This is an optimization exercise on Yosys and OpenROAD, whose aim is a short achievable clock period and few clock cycles, not a production implementation. Function was checked by simulation only, so behaviour that the tests miss may differ from the original. Power is estimated from default activity; no workload was simulated.

$ cat config.mk
export PLATFORM = sky130hd
export DESIGN_NAME = MIPS
export DESIGN_NICKNAME = MIPS
export VERILOG_FILES = /design/flow/design.v
export SDC_FILE = /design/flow/constraint.sdc
export NUM_CORES = 4
export LEC_CHECK = 0
export ABC_CLOCK_PERIOD_IN_PS = 3000
export CAP_MARGIN = 20
export CORE_MARGIN = 2
export CORE_UTILIZATION = 40
export PLACE_DENSITY = 0.6
export SETUP_SLACK_MARGIN = 5
export SLEW_MARGIN = 20
$ cat design.v
module MIPS(input clk,input rst,
  output [31:0] imem_addr,input [31:0] imem_rdata,
  output [31:0] dmem_addr,output [31:0] dmem_wdata,output dmem_we,input [31:0] dmem_rdata);
  reg  [31:0] pcF;
  assign imem_addr = pcF;
  reg         bv0, bv1, bptr;
  reg  [31:0] bt0, bt1, bg0, bg1;
  wire        h0 = bv0 && (bt0 == pcF);
  wire        h1 = bv1 && (bt1 == pcF);
  wire        bhit = h0 | h1;
  wire [31:0] btgt = h0 ? bg0 : bg1;
  wire [31:0] pc4F = pcF + 32'd4;
  reg         vD, predD;
  reg  [31:0] irD, pcD;
  wire [5:0] opD = irD[31:26];
  wire [4:0] rsD = irD[25:21];
  wire [4:0] rtD = irD[20:16];
  wire [4:0] rdD = irD[15:11];
  wire isR   = (opD == 6'b000000);
  wire isI   = (opD[5:3] == 3'b001);
  wire isLd  = (opD == 6'b010000);
  wire isSt  = (opD[5:3] == 3'b010) && (opD[2:0] != 3'b000);
  wire isJ   = (opD == 6'b011000);
  wire isJr  = (opD == 6'b011001);
  wire isPj  = (opD == 6'b011010);
  wire isBeq = (opD == 6'b011011);
  wire isBne = (opD == 6'b011100);
  wire isBr  = isBeq | isBne;
  wire [4:0] srcA = isPj ? 5'd29 : rsD;
  wire [4:0] srcB = rtD;
  wire useA = isR | isI | isLd | isSt | isJr | isBr | isPj;
  wire useB = isR | isSt | isBr | isPj;
  wire [4:0] dstD = isR ? rdD : (isPj ? 5'd29 : rtD);
  wire wenD = (isR | isI | isLd | isPj) && (dstD != 5'd0);
  wire [2:0] fD = isR ? irD[2:0] : (isI ? opD[2:0] : 3'b000);
  wire [31:0] immD = {{16{irD[15]}}, irD[15:0]};
  wire [31:0] offD = {{6{irD[25]}}, irD[25:0]};
  wire [31:0] rf [0:31];
  assign rf[0] = 32'd0;
  genvar g;
  reg         wenW;
  reg  [4:0]  dstW;
  reg  [31:0] resW;
  wire [31:0] rfA = rf[srcA];
  wire [31:0] rfB = rf[srcB];
  wire [31:0] rdA = (wenW && dstW == srcA) ? resW : rfA;
  wire [31:0] rdB = (wenW && dstW == srcB) ? resW : rfB;
  reg         vE, wenE, ldE, stE, brE, beqE, jrE, predE, bhE;
  reg  [4:0]  dstE;
  reg  [2:0]  fE;
  reg  [31:0] aE, bE, sE, pc4E, tgtE;
  reg         fAM, fAW, fBM, fBW, fSM, fSW;
  reg         wenM, ldM, weM;
  reg  [4:0]  dstM;
  reg  [31:0] aluM, wdM;
  wire ldUse = vD && ldE && ((useA && srcA == dstE) || (useB && srcB == dstE));
  wire [31:0] pc4D = pcD + 32'd4;
  wire backBr = isBr && irD[15];
  wire jmpD = isJ | isPj;
  wire [31:0] tgtD = pc4D + {(jmpD ? offD[29:0] : immD[29:0]), 2'b00};
  wire redirD = vD && ((!predD && (jmpD || backBr)) || (predD && !isBr));
  wire [31:0] redirDtgt = (predD && !isBr) ? pc4D : tgtD;
  wire [31:0] a  = fAM ? aluM : (fAW ? resW : aE);
  wire [31:0] b  = fBM ? aluM : (fBW ? resW : bE);
  wire [31:0] sd = fSM ? aluM : (fSW ? resW : sE);
  wire [31:0] sum  = a + b;
  wire [32:0] diff = {1'b0, a} - {1'b0, b};
  reg  [31:0] alu;
  always @(*) begin
    case (fE)
      3'b000: alu = sum;
      3'b001: alu = diff[31:0];
      3'b010: alu = a & b;
      3'b011: alu = a | b;
      default: alu = {31'd0, diff[32]};
    endcase
  end
  wire eq = (a == sd);
  wire takenE = brE && (beqE ? eq : !eq);
  wire mispE = brE && (takenE != predE);
  wire redirE = mispE | jrE;
  wire [31:0] jrT = pc4E + {a[29:0], 2'b00};
  wire [31:0] redirEtgt = jrE ? jrT : (takenE ? tgtE : pc4E);
  integer i;
  always @(posedge clk or posedge rst) begin
    if (rst) begin
      pcF <= 32'd0;
      vD <= 1'b0;
      vE <= 1'b0; wenE <= 1'b0; ldE <= 1'b0; stE <= 1'b0; brE <= 1'b0; jrE <= 1'b0;
      wenM <= 1'b0; ldM <= 1'b0; weM <= 1'b0;
      wenW <= 1'b0;
      bv0 <= 1'b0; bv1 <= 1'b0; bptr <= 1'b0;
    end else begin
      if (redirE) begin
        pcF <= redirEtgt;
        vD <= 1'b0;
      end else if (ldUse) begin
      end else if (redirD) begin
        pcF <= redirDtgt;
        vD <= 1'b0;
      end else begin
        pcF <= bhit ? btgt : pc4F;
        vD <= 1'b1;
      end
      if (redirE || ldUse || !vD) begin
        vE <= 1'b0; wenE <= 1'b0; ldE <= 1'b0; stE <= 1'b0; brE <= 1'b0; jrE <= 1'b0;
      end else begin
        vE <= 1'b1; wenE <= wenD; ldE <= isLd && wenD; stE <= isSt | isPj; brE <= isBr; jrE <= isJr;
      end
      wenM <= wenE; ldM <= ldE; weM <= stE;
      wenW <= wenM;
      if (brE && takenE && !bhE) begin
        if (bptr) bv1 <= 1'b1; else bv0 <= 1'b1;
        bptr <= ~bptr;
      end
    end
  end
  always @(posedge clk) begin
    if (!redirE && !ldUse && !redirD) begin
      irD <= imem_rdata;
      pcD <= pcF;
      predD <= bhit;
    end
    beqE <= isBeq;
    predE <= predD | (backBr && !predD);
    bhE <= predD;
    dstE <= dstD;
    fE <= fD;
    aE <= rdA;
    bE <= isR ? rdB : (isPj ? 32'd4 : immD);
    sE <= rdB;
    pc4E <= pc4D;
    tgtE <= tgtD;
    fAM <= wenE && dstE == srcA;
    fAW <= !(wenE && dstE == srcA) && wenM && dstM == srcA;
    fBM <= isR && wenE && dstE == srcB;
    fBW <= isR && !(wenE && dstE == srcB) && wenM && dstM == srcB;
    fSM <= wenE && dstE == srcB;
    fSW <= !(wenE && dstE == srcB) && wenM && dstM == srcB;
    dstM <= dstE;
    aluM <= alu;
    wdM <= sd;
    dstW <= dstM;
    resW <= ldM ? dmem_rdata : aluM;
    if (brE && takenE && !bhE) begin
      if (bptr) begin bt1 <= pc4E - 32'd4; bg1 <= tgtE; end
      else      begin bt0 <= pc4E - 32'd4; bg0 <= tgtE; end
    end
  end
  generate
    for (g = 1; g < 32; g = g + 1) begin : regs
      reg [31:0] q;
      if (g == 29) begin : sp
        always @(posedge clk or posedge rst)
          if (rst) q <= 32'h000186A0;
          else if (wenW && dstW == g) q <= resW;
      end else begin : gp
        always @(posedge clk)
          if (wenW && dstW == g) q <= resW;
      end
      assign rf[g] = q;
    end
  endgenerate
  assign dmem_addr  = aluM;
  assign dmem_wdata = wdM;
  assign dmem_we    = weM;
endmodule
$ cat run.sh
#!/bin/bash
# synth_recipe.tcl (not shown) runs the flow's synth.tcl, then flattens the netlist and writes it again
# the make line also repeats each setting of config.mk as NAME=value (left out here)
make -C /OpenROAD-flow-scripts/flow DESIGN_CONFIG=/design/flow/config.mk WORK_HOME=/design/flow/orfs CLKGATE_MAP_FILE= SYNTH_SCRIPT=/design/flow/synth_recipe.tcl finish
$ cat constraint.sdc
create_clock -name core_clock -period 11.5 [get_ports {clk}]
set_input_delay 2.3000 -clock core_clock [delete_from_list [all_inputs] [get_ports {clk}]]
set_output_delay 2.3000 -clock core_clock [all_outputs]
set_load 0.01 [all_outputs]
==> notes.md <==
status=finished clean; Post-synth EDFFs=1,149; RSZ-0062 raised after global routing=no; largest family of logic cells by synthesized area=compound AO/OA/AOI/OAI gates; Finished Core Util=46.2%; area of the core=176,000 µm²; vias in the first global route=54,729; first-iteration detailed-routing DRC count=12,853; setup_tns=0 ns; Synth Area in Adders=2.97%; Arr. time, crit path=6.37 ns; Synth Register Bits=1,507; total track usage=34.5%; Synth Cell Area=70,500 µm²; Yosys cell types=92; width of the die=424 µm; Fin. Hold Viols=0; Crit. End Element=register; asr flop ratio synth=5.11%; Die Y=424 µm; critical path class=register to register; RePlAce Congestion=0.980; Worst Clk Skew=0.0743 ns; area delta synth->final=15.0%; Vias=58,667; GR peak layer=met2; Syn Inst Count=5,734; Final setup viols=0; max-slew violations=0; IO Pins=163; Avg Inst Size Synth=12.3 µm²; Die ar.=180,000 µm²; Synth warnings=1; total leakage power=27.5 nW; Starting Density=40.1%; CTS root buf=clkbuf_16; Final period util=49.7%; Clock Pin Slew Worst Setup and Hold Paths=0.06 ns; CTS tree=done; Max-slew headroom=18.3%; row count=154; Remaining DRCs=0; via/cell ratio=7.04; Worst-Skew Late Latency=0.82 ns; total global routing overflow=0; Synth Area in XOR/XNOR=3.51%; GR Layer Usage met1=42.6%; number of iterations in the first detailed-routing pass=14; H-tree Lvls=4; remaining antenna violation count=0; CTS resizes=0; clock sink count=1,507; syn nets=5,965; crit-path max FO=33; Post-CTS Setup Bufs=0; Detailed Route WL=320 mm; f_max=175 MHz; PwrDens=285 nW/µm²; minimum clock period=5.71 ns; share of cells above drive strength 1=11.2%; layout net count=6,080; initial antenna violation count=18; predominant post-synthesis flop cell=edfxtp_1; first-pass GRT wire length=436 mm; Max Cap Viol=0; GR met3 Demand/Resource=13.9%; Worst setup SP type=register; cts hold-fix bufs=0; Critical Path RT=12.16 ns; post-synthesis mux area share=3.89%; Hold WC Path Type=register to register; GR Layer Usage met2=50.3%; sequential-to-total area share from yosys stat=59.6%; Worst-Margin Slew=1.22 ns; TritonCTS Buffers=156; I/O Buffers=162; average wire per standard cell=38.4 µm; worst-case clock buffer depth=3; Post-Synth Simple-Gate Area=8.76%; VDD IR max=157 µV; Compound-Gate Fraction of Synth Area=18.4%; largest net degree at the start of global routing=65; post-DP HPWL=188 mm
-- cell usage in the layout, fill, tap and decap left out, types with 17 or more instances in the layout --
cell | synthesis | final
edfxtp_1 | 1149 | 1149
a22oi_1 | 433 | 433
nand2_1 | 291 | 290
a22o_1 | 271 | 271
dfxtp_1 | 281 | 259
a221oi_1 | 243 | 243
nor2_1 | 317 | 224
a21oi_1 | 219 | 219
buf_4 | 2 | 167
o21ai_0 | 164 | 164
clkdlybuf4s50_1 | 0 | 162
ha_1 | 161 | 161
clkbuf_16 | 0 | 160
nand3_1 | 159 | 159
nand4_1 | 145 | 145
xor2_1 | 142 | 142
mux2i_1 | 137 | 136
inv_1 | 136 | 135
xnor2_1 | 133 | 133
nor3_1 | 121 | 113
nor2_4 | 0 | 93
mux2_2 | 78 | 78
dfrtp_1 | 71 | 69
a222oi_1 | 66 | 66
a211oi_1 | 59 | 59
nor4_1 | 61 | 55
o21a_1 | 47 | 47
o21ai_1 | 35 | 33
and3_1 | 33 | 32
a21o_1 | 32 | 32
clkbuf_1 | 314 | 30
clkinv_1 | 3 | 25
clkinv_2 | 0 | 25
o211ai_1 | 23 | 23
nand2b_1 | 22 | 22
dfxtp_2 | 0 | 22
nor2b_1 | 21 | 20
o22ai_1 | 20 | 20
or3_1 | 19 | 19
mux2_1 | 17 | 17
-- layer usage --
layer  vias up  share of wire (%)
met3      1592                 15
met4        24                7.8
met2      5697                 42
met5         -              0.089
met1     28350                 35
li1      23004                  -
-- worst max-delay path, stage by stage, from the launching register on --
cell	delay [ns]
dfxtp_2	0.31
buf_4	0.46
mux2i_1	0.29
nor2_1	0.06
a21oi_1	0.88
xor2_1	0.23
nand4_1	0.13
nor3_2	0.51
mux2i_4	0.31
buf_4	0.49
nor2_1	0.20
nor3_2	0.60
buf_4	0.46
nand3_1	0.22
a2111oi_0	0.33
-- through the flow --
| step | instances | setup WS (ns) | power [mW] | hold slack (ns) | cell area [µm²] |
|---|---|---|---|---|---|
| after floorplan | 5734 | 5.39 | 13.4 | 0.331 | 70500 |
| after global placement | 8030 | 5.83 | 17.3 | 0.358 | 75700 |
| after detailed placement | 8031 | 5.81 | 17.4 | 0.360 | 75700 |
| after CTS | 8325 | 5.74 | 22.6 | 0.374 | 81000 |
| after global routing | 8326 | 5.32 | 23.8 | 0.388 | 81100 |
| final | 8338 | 5.79 | 23.1 | 0.372 | 81100 |
-- cells in the mapped netlist, types with 136 or more instances --
cell | n | area [µm²]
nor2_1 | 317 | 1190
a22o_1 | 271 | 2370
mux2i_1 | 137 | 1370
clkbuf_1 | 314 | 1180
xor2_1 | 142 | 1240
nand3_1 | 159 | 796
edfxtp_1 | 1149 | 34500
nand2_1 | 291 | 1090
dfxtp_1 | 281 | 5630
inv_1 | 136 | 510
a22oi_1 | 433 | 3250
a21oi_1 | 219 | 1100
o21ai_0 | 164 | 821
nand4_1 | 145 | 907
a221oi_1 | 243 | 2130
ha_1 | 161 | 2010
-- kinds of logic (layout without fill, tap and decap cells) --
family	after synthesis	count (layout)
xor gates and xnor gates	278	278
DFF	1507	1507
adders and majority gates	165	165
muxes	252	252
buffers and inverters	511	762
other	0	13
AOI/OAI and AO/OA	1752	1752
and+or+nand+nor	1269	1269
-- registers in the layout (all words and copies together), names as in the netlist, 3 cells and up --
register	flops
irD	32
dstW	5
dstE	5
bg0	30
resW	32
tgtE	32
wdM	32
aluM	32
dstM	5
pcF	32
bt1	32
bg1	30
sE	32
bE	32
pc4E	30
pcD	32
aE	32
bt0	32
regs.q	992
fE	3
-- power by group --
group | switching, mW | total (mW) | internal (mW) | leakage [nW]
logic | 5.90 | 9.05 | 3.15 | 11.2
clock network | 2.32 | 5.28 | 2.95 | 2.55
registers | 1.44 | 8.80 | 7.36 | 13.8
-- area by class of cell --
type                       count  area, µm²
fill                       15693      94600
sequential                  1507      42100
multi-input combinational   3716      27300
clock buffer                 200       4250
tap                         2340       2930
timing repair buffer         329       2880
clock inverter                94       1070
inverter                     139        524
antenna                       13       32.5
-- path summary, 6_finish.rpt --
path / startpoint / to / slack [ns] / depth (start not counted)
max: fAW / stE / 5.79 / 14
max reg2reg: fAW / stE / 5.79 / 14
min in group asynchronous: rst / weM / 1.98 / 2
min: pcD[0] / tgtE[0] / 0.37 / 0
min reg2reg: pcD[0] / tgtE[0] / 0.37 / 0
max in group asynchronous: rst / regs[29].q[2] / 7.91 / 3
Testbench counts, summed over its fixed seeds: cycles 80,954.

## port drivers added, routing unchanged
The flow's constraints put no driver on any port. The routed layout listed below was extracted and timed again, unchanged, in two steps. Step 1, drivers: a clkbuf_16 drives clk and a buf_2 each remaining input, both assumed. Step 2 also shifts input and output timing later by t, the mid clock arrival at the registers, as if the neighbouring blocks saw the same clock. Three values: ideal, step 1, step 2; two values: the first two.
shift t [ns]: 0.885
setup slack, ns: 5.787 / 5.787 / 5.787
worst hold slack (ns): 0.372 / 0.372 / 0.372
worst slew at a driven data input, ns: 0.10
After both steps setup and hold are still met in this run. For this run, drivers alone change the setup slack by 0.000 ns; drivers and shift together by 0.000 ns.
